Context: an optimization exercise on an open-source flow, tuned for small area and a short achievable clock period. The choices shown serve that exercise and are no tape-out recipe. At most, simulation tests tie the RTL to the original design; equivalence was not proved.

## fir_filter
module fir_filter (clk, reset, x, y);
  input clk, reset;
  input signed [31:0] x;
  output signed [31:0] y;
  reg [31:0] h0, h1, h2, h3, h4, h5, h6;
  reg [31:0] t0;
  reg [31:0] t1;
  reg [31:0] r0;
  reg [31:0] r1;
  reg [31:0] q0;
  reg [31:0] q1;
  reg [31:0] y_reg;
  wire ts1, tc2;
  fir_fa u_ts1 (.a(h2[0]), .b(~h3[0]), .c(~h5[0]), .s(ts1), .co(tc2));
  wire ts3, tc4;
  fir_fa u_ts3 (.a(h2[0]), .b(h2[1]), .c(h4[0]), .s(ts3), .co(tc4));
  wire ts5, tc6;
  fir_fa u_ts5 (.a(~h3[1]), .b(~h5[1]), .c(tc2), .s(ts5), .co(tc6));
  wire ts7, tc8;
  fir_fa u_ts7 (.a(h2[1]), .b(h2[2]), .c(h4[1]), .s(ts7), .co(tc8));
  wire ts9, tc10;
  fir_fa u_ts9 (.a(h6[0]), .b(~h3[2]), .c(~h5[2]), .s(ts9), .co(tc10));
  wire ts11 = ~(tc4 ^ ts7);
  wire tc12 = tc4 | ts7;
  wire ts13, tc14;
  fir_fa u_ts13 (.a(ts9), .b(ts11), .c(tc6), .s(ts13), .co(tc14));
  wire ts15, tc16;
  fir_fa u_ts15 (.a(h2[2]), .b(h2[3]), .c(h3[0]), .s(ts15), .co(tc16));
  wire ts17 = ~(h4[2] ^ h6[1]);
  wire tc18 = h4[2] | h6[1];
  wire ts19, tc20;
  fir_fa u_ts19 (.a(~h3[3]), .b(~h5[3]), .c(ts17), .s(ts19), .co(tc20));
  wire ts21, tc22;
  fir_fa u_ts21 (.a(tc8), .b(tc10), .c(ts15), .s(ts21), .co(tc22));
  wire ts23, tc24;
  fir_fa u_ts23 (.a(tc12), .b(ts19), .c(ts21), .s(ts23), .co(tc24));
  wire ts25, tc26;
  fir_fa u_ts25 (.a(h2[3]), .b(h2[4]), .c(h3[1]), .s(ts25), .co(tc26));
  wire ts27, tc28;
  fir_fa u_ts27 (.a(h4[3]), .b(h6[2]), .c(~h3[4]), .s(ts27), .co(tc28));
  wire ts29, tc30;
  fir_fa u_ts29 (.a(~h5[4]), .b(tc18), .c(tc16), .s(ts29), .co(tc30));
  wire ts31, tc32;
  fir_fa u_ts31 (.a(ts25), .b(ts27), .c(tc20), .s(ts31), .co(tc32));
  ...
Size in the first run: ~440 flip-flops, ~66 I/O pins, roughly 21000 sq um of cells after synthesis.
==> flow/config.mk <==
export PLATFORM = sky130hd
export DESIGN_NAME = fir_filter
export DESIGN_NICKNAME = fir_filter
export VERILOG_FILES = /design/flow/design.v
export SDC_FILE = /design/flow/constraint.sdc
export NUM_CORES = 4
export LEC_CHECK = 0
export ABC_CLOCK_PERIOD_IN_PS = 2500
export CAP_MARGIN = 20
export CORE_MARGIN = 2
export CORE_UTILIZATION = 40
export CTS_BUF_LIST = sky130_fd_sc_hd__clkbuf_16
export CTS_CLUSTER_DIAMETER = 90
export CTS_CLUSTER_SIZE = 32
export SETUP_SLACK_MARGIN = 5.0
export SLEW_MARGIN = 20
export SYNTH_HIERARCHICAL = 1
export SYNTH_MINIMUM_KEEP_SIZE = 0
==> flow/constraint.sdc <==
create_clock -name core_clock -period 8.0 [get_ports {clk}]
set_input_delay 1.6000 -clock core_clock [delete_from_list [all_inputs] [get_ports {clk}]]
set_output_delay 1.6000 -clock core_clock [all_outputs]
set_load 0.01 [all_outputs]
run.sh (not shown) runs the stock make flow with config.mk's settings and CLKGATE_MAP_FILE= SYNTH_SCRIPT=/design/flow/synth_recipe.tcl, a recipe that flattens the netlist after the stock synthesis.
The baseline passed the timing, DRC and antenna checks.
==> next run, changes <==
==> flow/flow/run.sh (new file) <==
#!/bin/bash
set -euo pipefail
export SETUP_SLACK_MARGIN=5.3
export BUFFER_PORTS_ARGS="-buffer_cell sky130_fd_sc_hd__buf_2"
bash standard.sh > make_finish.log 2>&1
==> flow/standard.sh (new file) <==
#!/bin/bash
# synth_recipe.tcl (not shown) runs the flow's synth.tcl, then flattens the netlist and writes it again
# the make line also repeats each setting of config.mk as NAME=value (left out here)
make -C /OpenROAD-flow-scripts/flow DESIGN_CONFIG=/design/flow/config.mk WORK_HOME=/design/flow/orfs CLKGATE_MAP_FILE= SYNTH_SCRIPT=/design/flow/synth_recipe.tcl "${@:-finish}"
- CORE_UTILIZATION: 40 -> 52
- SETUP_SLACK_MARGIN: 5.0 -> not set
removed: flow/run.sh
The changed run produced a clean layout.
Cell count came out lower by 7.5%.
Wire length came out lower by 0.51%.
Die area came out lower by 23%.
Clock skew stays flat.
Global-route usage came out higher by 4.0 points.
Core utilization came out higher by 12 points.
Via count came out higher by 1.3%.
==> next run, changes <==
==> flow/flow/run.sh (replaced) <==
#!/bin/bash
set -euo pipefail
export SETUP_SLACK_MARGIN=5.3
export BUFFER_PORTS_ARGS="-buffer_cell sky130_fd_sc_hd__buf_1"
bash standard.sh > make_finish.log 2>&1
- CORE_UTILIZATION: 52 -> 40
After rerunning:
- die area rises by 29%
- final cell count rises by 8.4%
- critical path depth does not change
- maximum frequency rises by 1.7%
- worst setup slack improved by 0.047 ns
- via count falls by about 0.7%
- global-route usage falls by 4.0 points
- cell area hardly moves
- count of clock-buffer cells in the layout stays the same
==> next run, changes <==
==> flow/flow/run.sh (replaced) <==
#!/bin/bash
set -euo pipefail
export SETUP_SLACK_MARGIN=5.3
export BUFFER_PORTS_ARGS="-buffer_cell sky130_fd_sc_hd__buf_2"
bash standard.sh > make_finish.log 2>&1
- PLACE_DENSITY: not set -> 0.75
=> The changed run went through all stages and came out clean. Cell area goes up by about 0.7%. Global-route usage decreases by 1.0 points. Sequential share of layout area shrinks by 0.35 points. Worst setup slack is about the same. Via count grows by 1.5%. Worst hold slack degrades by 0.0079 ns. Final cell count came out higher by 0.36%. Sequential cell count stays the same.

fir_filter, a different RTL version from the one above (not shown whole).
Size: roughly 1200 cells after synthesis, about 380 flip-flops, about 0.020 sq mm of cells after synthesis.
==> flow/config.mk <==
export PLATFORM = sky130hd
export DESIGN_NAME = fir_filter
export DESIGN_NICKNAME = fir_filter
export VERILOG_FILES = /design/flow/design.v
export SDC_FILE = /design/flow/constraint.sdc
export NUM_CORES = 4
export LEC_CHECK = 0
export ABC_CLOCK_PERIOD_IN_PS = 2500
export CAP_MARGIN = 20
export CORE_MARGIN = 2
export CORE_UTILIZATION = 40
export CTS_BUF_LIST = sky130_fd_sc_hd__clkbuf_4 sky130_fd_sc_hd__clkbuf_8
export CTS_CLUSTER_DIAMETER = 50
export CTS_CLUSTER_SIZE = 16
export SETUP_SLACK_MARGIN = 5.0
export SLEW_MARGIN = 20
export SYNTH_HIERARCHICAL = 1
export SYNTH_MINIMUM_KEEP_SIZE = 0
==> flow/constraint.sdc <==
create_clock -name core_clock -period 8.0 [get_ports {clk}]
set_input_delay 1.6000 -clock core_clock [delete_from_list [all_inputs] [get_ports {clk}]]
set_output_delay 1.6000 -clock core_clock [all_outputs]
set_load 0.01 [all_outputs]
Stock flow here: none of the scripts above is used.
The first run finished clean.
Then changed:
- CTS_BUF_LIST: sky130_fd_sc_hd__clkbuf_4 sky130_fd_sc_hd__clkbuf_8 -> sky130_fd_sc_hd__clkbuf_8 sky130_fd_sc_hd__clkbuf_16
- CTS_CLUSTER_DIAMETER: 50 -> 60
- CTS_CLUSTER_SIZE: 16 -> 24
Routed wire length rises by 1.6%; setup slack gets worse by 0.030 ns; sequential share of layout area fell by 0.41 points; cell count falls by 0.62%; synthesized cell count does not change; hold slack gains 0.020 ns; critical path depth went up by 1; sequential cell count stays the same.
Function was not checked in any run of this note: the RTL went through the layout flow alone.

Setup of exp/indigo:
RTL: one of the versions met above, not the one the previous note started from.
For scale: about 440 flip-flops, roughly 66 I/O pins, about 0.021 sq mm of cells after synthesis.
Settings: LEC_CHECK=0, ABC_CLOCK_PERIOD_IN_PS=2500, CAP_MARGIN=20, CORE_MARGIN=2, CORE_UTILIZATION=40, CTS_BUF_LIST=sky130_fd_sc_hd__clkbuf_16, CTS_CLUSTER_DIAMETER=90, CTS_CLUSTER_SIZE=32, GPL_ROUTABILITY_DRIVEN=0, GPL_TIMING_DRIVEN=0, SLEW_MARGIN=20, SYNTH_HIERARCHICAL=1, SYNTH_MINIMUM_KEEP_SIZE=0; clock period 8.0 ns.
standard.sh (not shown) runs the stock make flow with config.mk's settings and CLKGATE_MAP_FILE= SYNTH_SCRIPT=/design/flow/synth_recipe.tcl, a recipe that flattens the netlist after the stock synthesis.
==> flow/flow/run.sh <==
#!/bin/bash
set -euo pipefail
export SETUP_SLACK_MARGIN=5.3
export BUFFER_PORTS_ARGS="-buffer_cell sky130_fd_sc_hd__buf_2"
bash standard.sh > make_finish.log 2>&1
Looking at the reports, exp/indigo completed the entire flow and the layout it produced met the timing, DRC and antenna checks.
The following lists how exp/harbor was set up differently from exp/indigo:
# exp/indigo
export LEC_CHECK = 0
export ABC_CLOCK_PERIOD_IN_PS = 2500
export CAP_MARGIN = 20
export CORE_MARGIN = 2
export CORE_UTILIZATION = 40
export CTS_BUF_LIST = sky130_fd_sc_hd__clkbuf_16
export CTS_CLUSTER_DIAMETER = 90
export CTS_CLUSTER_SIZE = 32
export GPL_ROUTABILITY_DRIVEN = 0
export GPL_TIMING_DRIVEN = 0
export SLEW_MARGIN = 20
export SYNTH_HIERARCHICAL = 1
export SYNTH_MINIMUM_KEEP_SIZE = 0
create_clock -name core_clock -period 8.0 [get_ports {clk}]
# exp/harbor
export LEC_CHECK = 0
export ABC_CLOCK_PERIOD_IN_PS = 2500
export CAP_MARGIN = 20
export CORE_MARGIN = 2
export CORE_UTILIZATION = 40
export CTS_BUF_LIST = sky130_fd_sc_hd__clkbuf_16
export CTS_CLUSTER_DIAMETER = 90
export CTS_CLUSTER_SIZE = 32
export SLEW_MARGIN = 20
export SYNTH_HIERARCHICAL = 1
export SYNTH_MINIMUM_KEEP_SIZE = 0
create_clock -name core_clock -period 8.0 [get_ports {clk}]
==> flow/flow/run.sh <==
#!/bin/bash
set -euo pipefail
export SETUP_SLACK_MARGIN=5.2
export BUFFER_PORTS_ARGS="-buffer_cell sky130_fd_sc_hd__buf_2"
bash standard.sh > make_finish.log 2>&1
[summary]
exp/harbor ended with less via count than exp/indigo. Compared to exp/indigo, the router laid down more metal wire for exp/harbor. exp/harbor gives less count of inverters not on the clock network in the layout than exp/indigo did. Against exp/indigo, final cell count in exp/harbor fell slightly. exp/harbor -> exp/indigo: count of flip-flops with a built-in enable after synthesis flat. Summary of exp/harbor over exp/indigo: tapcell count level, sequential cell area share moved up, area overhead of the layout relative to synthesis moved down.
What exp/maple does differently from exp/harbor at the input level:
# exp/harbor
export LEC_CHECK = 0
export ABC_CLOCK_PERIOD_IN_PS = 2500
export CAP_MARGIN = 20
export CORE_MARGIN = 2
export CORE_UTILIZATION = 40
export CTS_BUF_LIST = sky130_fd_sc_hd__clkbuf_16
export CTS_CLUSTER_DIAMETER = 90
export CTS_CLUSTER_SIZE = 32
export SLEW_MARGIN = 20
export SYNTH_HIERARCHICAL = 1
export SYNTH_MINIMUM_KEEP_SIZE = 0
create_clock -name core_clock -period 8.0 [get_ports {clk}]
# exp/maple
export LEC_CHECK = 0
export ABC_CLOCK_PERIOD_IN_PS = 2500
export CAP_MARGIN = 20
export CORE_MARGIN = 2
export CORE_UTILIZATION = 40
export CTS_BUF_LIST = sky130_fd_sc_hd__clkbuf_16
export CTS_CLUSTER_DIAMETER = 60
export CTS_CLUSTER_SIZE = 24
export SLEW_MARGIN = 20
export SYNTH_HIERARCHICAL = 1
export SYNTH_MINIMUM_KEEP_SIZE = 0
create_clock -name core_clock -period 8.0 [get_ports {clk}]
==> flow/flow/run.sh <==
#!/bin/bash
set -euo pipefail
export SETUP_SLACK_MARGIN=5.5
export BUFFER_PORTS_ARGS="-buffer_cell sky130_fd_sc_hd__buf_2"
bash standard.sh > make_finish.log 2>&1
Notes after the runs:
Looking at the reports, exp/maple completed the entire flow and the layout it produced met the timing, DRC and antenna checks.
exp/maple vs exp/harbor: via density per instance down slightly
[compare] base=exp/harbor new=exp/maple: worst max-slew margin expressed relative to the limit went up; wire length of the first global-routing pass up about 5%.

== job 3853 ==
fir_filter again, from the RTL that the note above started with.
==> flow/config.mk <==
export PLATFORM = sky130hd
export DESIGN_NAME = fir_filter
export DESIGN_NICKNAME = fir_filter
export VERILOG_FILES = /design/flow/design.v
export SDC_FILE = /design/flow/constraint.sdc
export NUM_CORES = 4
export LEC_CHECK = 0
export ABC_CLOCK_PERIOD_IN_PS = 2500
export CAP_MARGIN = 20
export CORE_MARGIN = 2
export CORE_UTILIZATION = 40
export CTS_BUF_LIST = sky130_fd_sc_hd__clkbuf_16
export CTS_CLUSTER_DIAMETER = 80
export CTS_CLUSTER_SIZE = 36
export SLEW_MARGIN = 20
export SYNTH_HIERARCHICAL = 1
export SYNTH_MINIMUM_KEEP_SIZE = 0
==> flow/constraint.sdc <==
create_clock -name core_clock -period 8.0 [get_ports {clk}]
set_input_delay 1.6000 -clock core_clock [delete_from_list [all_inputs] [get_ports {clk}]]
set_output_delay 1.6000 -clock core_clock [all_outputs]
set_load 0.01 [all_outputs]
==> flow/flow/run.sh <==
#!/bin/bash
set -euo pipefail
export SETUP_SLACK_MARGIN=5.3
export BUFFER_PORTS_ARGS="-buffer_cell sky130_fd_sc_hd__buf_2"
bash standard.sh > make_finish.log 2>&1
Job 3853 went all the way through synthesis, placement and routing and the layout is clean on timing, DRC and antenna.
Changes in job 5801 relative to job 3853:
==> flow/flow/run.sh <==
#!/bin/bash
set -euo pipefail
export SETUP_SLACK_MARGIN=5.5
export BUFFER_PORTS_ARGS="-buffer_cell sky130_fd_sc_hd__buf_2"
bash standard.sh > make_finish.log 2>&1
--- a/flow/config.mk
+++ b/flow/config.mk
@@ -11,5 +11,5 @@
 export CORE_UTILIZATION = 40
-export CTS_BUF_LIST = sky130_fd_sc_hd__clkbuf_16
-export CTS_CLUSTER_DIAMETER = 80
-export CTS_CLUSTER_SIZE = 36
+export CTS_BUF_LIST = sky130_fd_sc_hd__clkbuf_8 sky130_fd_sc_hd__clkbuf_16
+export CTS_CLUSTER_DIAMETER = 50
+export CTS_CLUSTER_SIZE = 20
 export SLEW_MARGIN = 20
Findings:
Job 5801 ended with every stage complete and zero timing, DRC or antenna violations. [compare] base=job 3853 new=job 5801: count of placed standard cells including taps level, synthesis-to-finish area growth moved up, wire length moved up. Sort job 3853 and job 5801 by total track usage, ascending, and job 3853 comes first. In the flow results for job 3853 and job 5801, the worst hold slack is larger on job 3853. Job 5801 vs. job 3853: clock period minus final worst setup slack now sits lower, clock-buffer cell count now sits higher, fraction of area in non-clock buffers now sits higher.
Inputs modified between job 5801 and job 1149:
--- a/flow/config.mk
+++ b/flow/config.mk
@@ -10,6 +10,6 @@
 export CORE_MARGIN = 2
-export CORE_UTILIZATION = 40
-export CTS_BUF_LIST = sky130_fd_sc_hd__clkbuf_8 sky130_fd_sc_hd__clkbuf_16
-export CTS_CLUSTER_DIAMETER = 50
-export CTS_CLUSTER_SIZE = 20
+export CORE_UTILIZATION = 65
+export CTS_BUF_LIST = sky130_fd_sc_hd__clkbuf_16
+export CTS_CLUSTER_DIAMETER = 60
+export CTS_CLUSTER_SIZE = 24
 export SLEW_MARGIN = 20
--- outcome ---
Between job 5801 and job 1149, synthesis-to-layout area growth decreased. Job 5801 → job 1149: final estimated routing congestion in global placement shows an increase of 8.1%; utilization after layout moved up. On setup slack, job 1149 and job 5801 are basically level. The most crowded layer after global routing comes out met1 in one run and met2 in the other, namely in job 5801 and job 1149 respectively. Re global-route usage: job 1149 and job 5801 aren't equal, and the lower value belongs to job 5801. Taking job 5801 as the reference point, the first-pass GRT wire length of job 1149 falls by about 0.6%. Between job 1149 and job 5801, the footprint of the flip-flops and latches does not differ in any meaningful way. Diff job 5801 -> job 1149: wire length moved down, fraction of final layout cells sized beyond drive strength 1 moved up.
Edits applied to the flow inputs when going from job 1149 to job 9177:
--- a/flow/config.mk
+++ b/flow/config.mk
@@ -10,6 +10,6 @@
 export CORE_MARGIN = 2
-export CORE_UTILIZATION = 65
+export CORE_UTILIZATION = 40
 export CTS_BUF_LIST = sky130_fd_sc_hd__clkbuf_16
-export CTS_CLUSTER_DIAMETER = 60
-export CTS_CLUSTER_SIZE = 24
+export CTS_CLUSTER_DIAMETER = 80
+export CTS_CLUSTER_SIZE = 32
 export SLEW_MARGIN = 20
Results
Compared with job 1149, job 9177 shows a lower via count. Job 1149 → job 9177: non-clock buffer count went up 7.0%, summed area of non-filler cells in the final layout held, met3 wire length went up about 30%. Taking job 1149 as the reference point, the end-of-flow core utilization of job 9177 falls by 29 points. Job 9177 against job 1149: final hold slack up 7.1 ps; share of post-route cells with drive strength above 1 down 1.4 points; cell area reported after detailed placement up 1.6%; largest fanout of any net on the critical path flat; sequential cell area flat.
--- input diff job 9177..job 5152 ---
==> flow/flow/run.sh <==
#!/bin/bash
set -euo pipefail
export SETUP_SLACK_MARGIN=5.3
export BUFFER_PORTS_ARGS="-buffer_cell sky130_fd_sc_hd__buf_2"
bash standard.sh > make_finish.log 2>&1
--- a/flow/config.mk
+++ b/flow/config.mk
@@ -7,2 +7,3 @@
 export LEC_CHECK = 0
+export ABC_AREA = 1
 export ABC_CLOCK_PERIOD_IN_PS = 2500
@@ -12,3 +13,3 @@
 export CTS_BUF_LIST = sky130_fd_sc_hd__clkbuf_16
-export CTS_CLUSTER_DIAMETER = 80
+export CTS_CLUSTER_DIAMETER = 90
 export CTS_CLUSTER_SIZE = 32
## What came out
Job 5152: no failed stages, no open violations at the end. Number of ordinary and repair buffers in the finished layout went down by more than 10% going from job 9177 to job 5152. Going from job 9177 to job 5152, number of clock buffers in the layout shrinks by 2. Diff job 9177 -> job 5152 | post-detailed-route wirelength per cell | decrease of 10%. Comparing job 5152 against job 9177, there is no change at all in total stage count of the critical path. Taking job 9177 as 1.0, job 5152 lands at 1.2 on largest net degree at the start of global routing. Fraction of layout instances using a drive strength above 1 (job 5152 over job 9177): decrease, 12 points. Number of antenna violations at the first check in global routing | job 5152 below job 9177. Job 5152 vs job 9177 — count of routing violations after the opening detailed-route iteration climbed by more than 10%. Job 5152 vs job 9177: finished layout cell area down.
Modified inputs, job 7947 compared to job 5152
==> flow/flow/run.sh <==
#!/bin/bash
set -euo pipefail
export SETUP_SLACK_MARGIN=5.5
export BUFFER_PORTS_ARGS="-buffer_cell sky130_fd_sc_hd__buf_2"
bash standard.sh > make_finish.log 2>&1
--- a/flow/config.mk
+++ b/flow/config.mk
@@ -7,3 +7,2 @@
 export LEC_CHECK = 0
-export ABC_AREA = 1
 export ABC_CLOCK_PERIOD_IN_PS = 2500
==> summary.txt <==
Job 7947 finished every step from synthesis to the final layout, and the layout passed the timing, DRC and antenna checks.
Job 7947 vs. job 5152: final-layout fill cell count moved down, post-synthesis to final-layout area growth moved up, post-layout instance area moved up.
Against job 5152, job 7947 comes in 0.76 points higher on core occupancy in the finished layout.
Job 7947 vs. job 5152: total number of multi-input combinational cells decreased by 1.1% relative to the old numbers, remaining max-slew budget at the tightest pin increased by 11 points relative to the old numbers.

## what the ideal ports hide
How much do the figures lean on ideal ports? The routed layouts below were timed once more, with nothing changed but the port constraints. Step 1 sets driving cells, clkbuf_16 on the clock port and buf_2 on the other inputs (assumed; they add their load-dependent delay and slew). Step 2 also shifts input and output timing later by t, the mid clock arrival at the registers, as if the neighbouring blocks saw the same clock. a / b / c = ideal ports / drivers / drivers and shift; a / b = the first two.
run	shift t [ns]	setup WS [ns]	hold slack, ns	worst setup path at the end
the first run of note 1	0.589	5.162 / 5.111 / 4.666	0.358 / 0.358 / 0.358	input, reset recovery
the second run of note 1	0.583	5.254 / 5.203 / 5.003	0.353 / 0.353 / 0.353	input, reset recovery
the third run of note 1	0.589	5.301 / 5.248 / 5.081	0.359 / 0.359 / 0.359	input to register
the fourth run of note 1	0.593	5.303 / 5.252 / 5.050	0.351 / 0.351 / 0.351	input, reset recovery
the first run of note 2	0.659	4.594 / 4.594 / 4.594	0.330 / 0.330 / 0.330	register to register
the second run of note 2	0.605	4.564 / 4.564 / 4.564	0.350 / 0.350 / 0.350	register to register
exp/indigo	0.593	5.265 / 5.212 / 5.149	0.362 / 0.362 / 0.362	input to register
exp/harbor	0.589	5.314 / 5.262 / 4.950	0.359 / 0.359 / 0.359	input, reset recovery
exp/maple	0.603	5.312 / 5.256 / 5.134	0.354 / 0.354 / 0.354	input to register
job 3853	0.609	5.265 / 5.213 / 5.042	0.363 / 0.363 / 0.363	input, reset recovery
job 5801	0.611	5.298 / 5.243 / 5.129	0.352 / 0.352 / 0.352	input to register
job 1149	0.571	5.297 / 5.244 / 5.110	0.349 / 0.349 / 0.349	input to register
job 9177	0.617	5.274 / 5.216 / 5.134	0.356 / 0.356 / 0.356	input to register
job 5152	0.615	5.267 / 5.210 / 4.983	0.360 / 0.360 / 0.360	input, reset recovery
job 7947	0.599	5.298 / 5.242 / 5.128	0.349 / 0.349 / 0.349	input to register
After both steps setup and hold are still met in every run listed. For the first run of note 1, which loses most, drivers alone change the setup slack by -0.051 ns; drivers and shift together by -0.496 ns. Setup slack includes reset recovery checks.
